Context: an optimization exercise on an open-source flow, tuned for small area. The choices shown serve that exercise and are no tape-out recipe.
At most, simulation tests tie the RTL to the original design; equivalence was not proved.

## onyx
// SR_full_top
module SR_full_top(input [13:0] ini,
                   input [13:0] inq,
                   input clk,
                   input reset,
                   input start,
                   output [9:0] out0,
                   output [9:0] out1,
                   output [3:0] classification_result,
                   output [23:0] regression_result,
                   output done,
                   output frame_end
    );
    wire [7:0] q;
    wire run;
    SR_chain_control ctl(.clk(clk), .reset(reset), .start(start), .q(q), .run(run),
                         .frame_end(frame_end), .done(done));
    wire [9:0] mag_c, arg_c;
    cordic_rtop cordic(.i_clk(clk), .i_xval(ini), .i_yval(inq), .o_mag(mag_c), .o_phase(arg_c));
    reg [9:0] mag, arg;
    always @(posedge clk) begin
        mag <= mag_c;
        arg <= arg_c;
    end
    wire clr = (q == 8'd247);
    wire inc_abs, inc_arg;
    SR_chain #(.PH(0)) hist_abs(.clk(clk), .clr(clr), .code(mag), .inc(inc_abs));
  ...
Size: roughly 81 I/O pins.
==> flow/config.mk <==
export PLATFORM = sky130hd
export DESIGN_NAME = SR_full_top
export DESIGN_NICKNAME = SR_full_top
export VERILOG_FILES = /design/flow/design.v
export SDC_FILE = /design/flow/constraint.sdc
export NUM_CORES = 8
export LEC_CHECK = 0
export CAP_MARGIN = 20
export CORE_MARGIN = 2
export CORE_UTILIZATION = 40
export CTS_BUF_LIST = sky130_fd_sc_hd__clkbuf_8
export CTS_CLUSTER_DIAMETER = 100
export CTS_CLUSTER_SIZE = 14
export PLACE_DENSITY = 0.5
export SLEW_MARGIN = 20
==> flow/constraint.sdc <==
create_clock -name core_clock -period 10.0 [get_ports {clk}]
set_input_delay 2.0000 -clock core_clock [delete_from_list [all_inputs] [get_ports {clk}]]
set_output_delay 2.0000 -clock core_clock [all_outputs]
set_load 0.01 [all_outputs]
run.sh (not shown) runs the stock make flow with config.mk's settings and CLKGATE_MAP_FILE= SYNTH_SCRIPT=/design/flow/synth_recipe.tcl, a recipe that flattens the netlist after the stock synthesis.
--- input diff onyx..zinc ---
- PLACE_DENSITY changed from 0.5 to 0.65
- CORE_UTILIZATION changed from 40 to 55
Results
Every run (onyx and zinc) finished clean. Compared with onyx, zinc ends up with less cell area. Diff onyx and zinc: non-clock buffer count higher in onyx.
No functional check of the RTL was part of any run of this note.

* * *

job 8730:
SR_full_top, a different RTL version from the one above (not shown whole).
Size: ~4200 flip-flops, ~81 I/O pins, ~170000 µm² of cells after synthesis.
clock: 10.0 ns
lec_check: 0
cap_margin: 20
core_margin: 2
core_utilization: 50
cts_buf_list: sky130_fd_sc_hd__clkbuf_8
cts_cluster_diameter: 100
cts_cluster_size: 12
place_density: 0.6
slew_margin: 20
Setup changes, job 8730 to job 1355
Settings: CORE_UTILIZATION now 40, was 50; PLACE_DENSITY now 0.5, was 0.6.
### Flow results
Met3 layer usage reported by global route (lower): job 1355. Placed instance area: job 8730 and job 1355 compared, higher one is job 1355. Capturing instance or port of the critical path: cnt_arg.run_cnt[6]$_SDFF_PP0_ -> job 8730, cnt_abs.run_cnt[6]$_SDFF_PP0_ -> job 1355. Comparing final area for job 8730 and job 1355, the bigger number came from job 1355. Across both runs, layout overhead on the synthesized area was higher for job 1355 than for job 8730. In job 1355, the wire length came out 45000 µm above the value in job 8730. | biggest fanout along the worst timing path | higher: job 8730 |.

* * *

Setup of run A:
SR_full_top, a different RTL version from the one above (not shown whole).
For scale: ~16,000 cells after synthesis, ~4,000 flip-flops, ~81 I/O pins, roughly 0.15 sq mm of cells after synthesis.
Settings: LEC_CHECK=0, CAP_MARGIN=0, CORE_MARGIN=2, CORE_UTILIZATION=55, CTS_BUF_LIST=sky130_fd_sc_hd__clkbuf_8, CTS_CLUSTER_DIAMETER=100, CTS_CLUSTER_SIZE=14, PLACE_DENSITY=0.65, SLEW_MARGIN=0; clock period 10.0 ns.
Run A reached the end of the flow, and the finished layout is clean on the timing, design-rule and antenna checks.
For run B, these inputs were changed with respect to run A:
Settings: swapping 0 for 20 in SLEW_MARGIN; swapping 0 for 20 in CAP_MARGIN.
==> flow/flow/run.sh (new file) <==
#!/bin/bash
# The standard layout (the standard.sh, all steps), except that the
# input and output ports are buffered with the smallest buffer cell and
# gates off the critical paths are downsized after global routing.
export BUFFER_PORTS_ARGS="-buffer_cell sky130_fd_sc_hd__buf_1"
bash standard.sh finish RECOVER_POWER=100 > standard.log 2>&1
==> flow/standard.sh (new file) <==
#!/bin/bash
# synth_recipe.tcl (not shown) runs the flow's synth.tcl, then flattens the netlist and writes it again
# the make line also repeats each setting of config.mk as NAME=value (left out here)
make -C /OpenROAD-flow-scripts/flow DESIGN_CONFIG=/design/flow/config.mk WORK_HOME=/design/flow/orfs CLKGATE_MAP_FILE= SYNTH_SCRIPT=/design/flow/synth_recipe.tcl "${@:-finish}"
removed: flow/run.sh
Results
Although run B finished all stages, its layout failed final checks on max-capacitance violations, max-slew violations.
Run A has a lower setup slack than run B.
Diff run A -> run B: wire length of the first global-routing pass +5.5 mm, final period demand of the worst path -0.099 ns, total routing usage reported by global routing +0.29 points, overall via count from detail_route ~0 delta, routed wire length ~0 delta.
Comparing run A with run B, the clock network contribution to total cell area came out essentially unchanged.
[compare] base=run A new=run B: net total in the final layout about even.

* * *

SR_full_top again, from the RTL that the note above started with.
clock: 10.0 ns
lec_check: 0
cap_margin: 20
core_margin: 2
core_utilization: 55
cts_buf_list: sky130_fd_sc_hd__clkbuf_8
cts_cluster_diameter: 100
cts_cluster_size: 14
place_density: 0.65
slew_margin: 20
standard.sh (not shown) runs the stock make flow with config.mk's settings and CLKGATE_MAP_FILE= SYNTH_SCRIPT=/design/flow/synth_recipe.tcl, a recipe that flattens the netlist after the stock synthesis.
==> flow/flow/run.sh <==
#!/bin/bash
# The standard layout (the standard.sh, all steps), except that the
# input and output ports are buffered with the smallest buffer cell.
export BUFFER_PORTS_ARGS="-buffer_cell sky130_fd_sc_hd__buf_1"
bash standard.sh > standard.log 2>&1
Change:
==> flow/run.sh (new file) <==
#!/bin/bash
# synth_recipe.tcl (not shown) runs the flow's synth.tcl, then flattens the netlist and writes it again
# the make line also repeats each setting of config.mk as NAME=value (left out here)
make -C /OpenROAD-flow-scripts/flow DESIGN_CONFIG=/design/flow/config.mk WORK_HOME=/design/flow/orfs CLKGATE_MAP_FILE= SYNTH_SCRIPT=/design/flow/synth_recipe.tcl finish
removed: flow/flow/run.sh
removed: flow/standard.sh
What happened: Non-clock buffer count falls by 27; area after synthesis stays the same; utilization goes up by 0.13 points; via count is about the same; routed wire length stays flat; synthesized cell count is unchanged; global-route usage decreases by 0.29 points; sequential share of layout area went down by 0.11 points; clock-buffer cell count decreases by 1; register-to-register slack is worse by 100 ps.

## separate check: timing with driven ports
The results above use ideal ports. As a check the final layouts listed here were re-extracted and re-timed, cells and wires unchanged. Step 1, drivers: a clkbuf_16 drives clk and a buf_2 each remaining input, both assumed. Step 2, shift: input delay + t, output delay - t, t = (earliest + latest rising clock arrival at the registers) / 2. This alone moves slack from input paths to output paths. Three values: ideal ports, drivers, drivers and shift; two values: the first two.
| run | t, ns | slack for setup (ns) | hold WS [ns] | worst slew at a driven data input, ns | cell pins on the clock port's net |
|---|---|---|---|---|---|
| onyx | 1.184 | 0.431 / 0.431 / 0.431 | 0.300 / 0.300 / 0.300 | 0.10 | 1 |
| zinc | 1.169 | 0.480 / 0.480 / 0.480 | 0.308 / 0.308 / 0.308 | 0.05 | 1 |
| job 8730 | 1.265 | 0.239 / 0.239 / 0.239 | 0.288 / 0.288 / 0.288 | 0.07 | 1 |
| job 1355 | 1.288 | 0.212 / 0.212 / 0.212 | 0.248 / 0.248 / 0.248 | 0.13 | 1 |
| run A | 1.151 | 0.197 / 0.197 / 0.197 | 0.315 / 0.315 / 0.315 | 0.07 | 1 |
| run B | 1.170 | 0.296 / 0.296 / 0.296 | 0.317 / 0.317 / 0.317 | 0.06 | 1 |
| the first run of note 4 | 1.167 | 0.297 / 0.297 / 0.297 | 0.313 / 0.313 / 0.313 | 0.08 | 1 |
| the second run of note 4 | 1.151 | 0.197 / 0.197 / 0.197 | 0.315 / 0.315 / 0.315 | 0.07 | 1 |
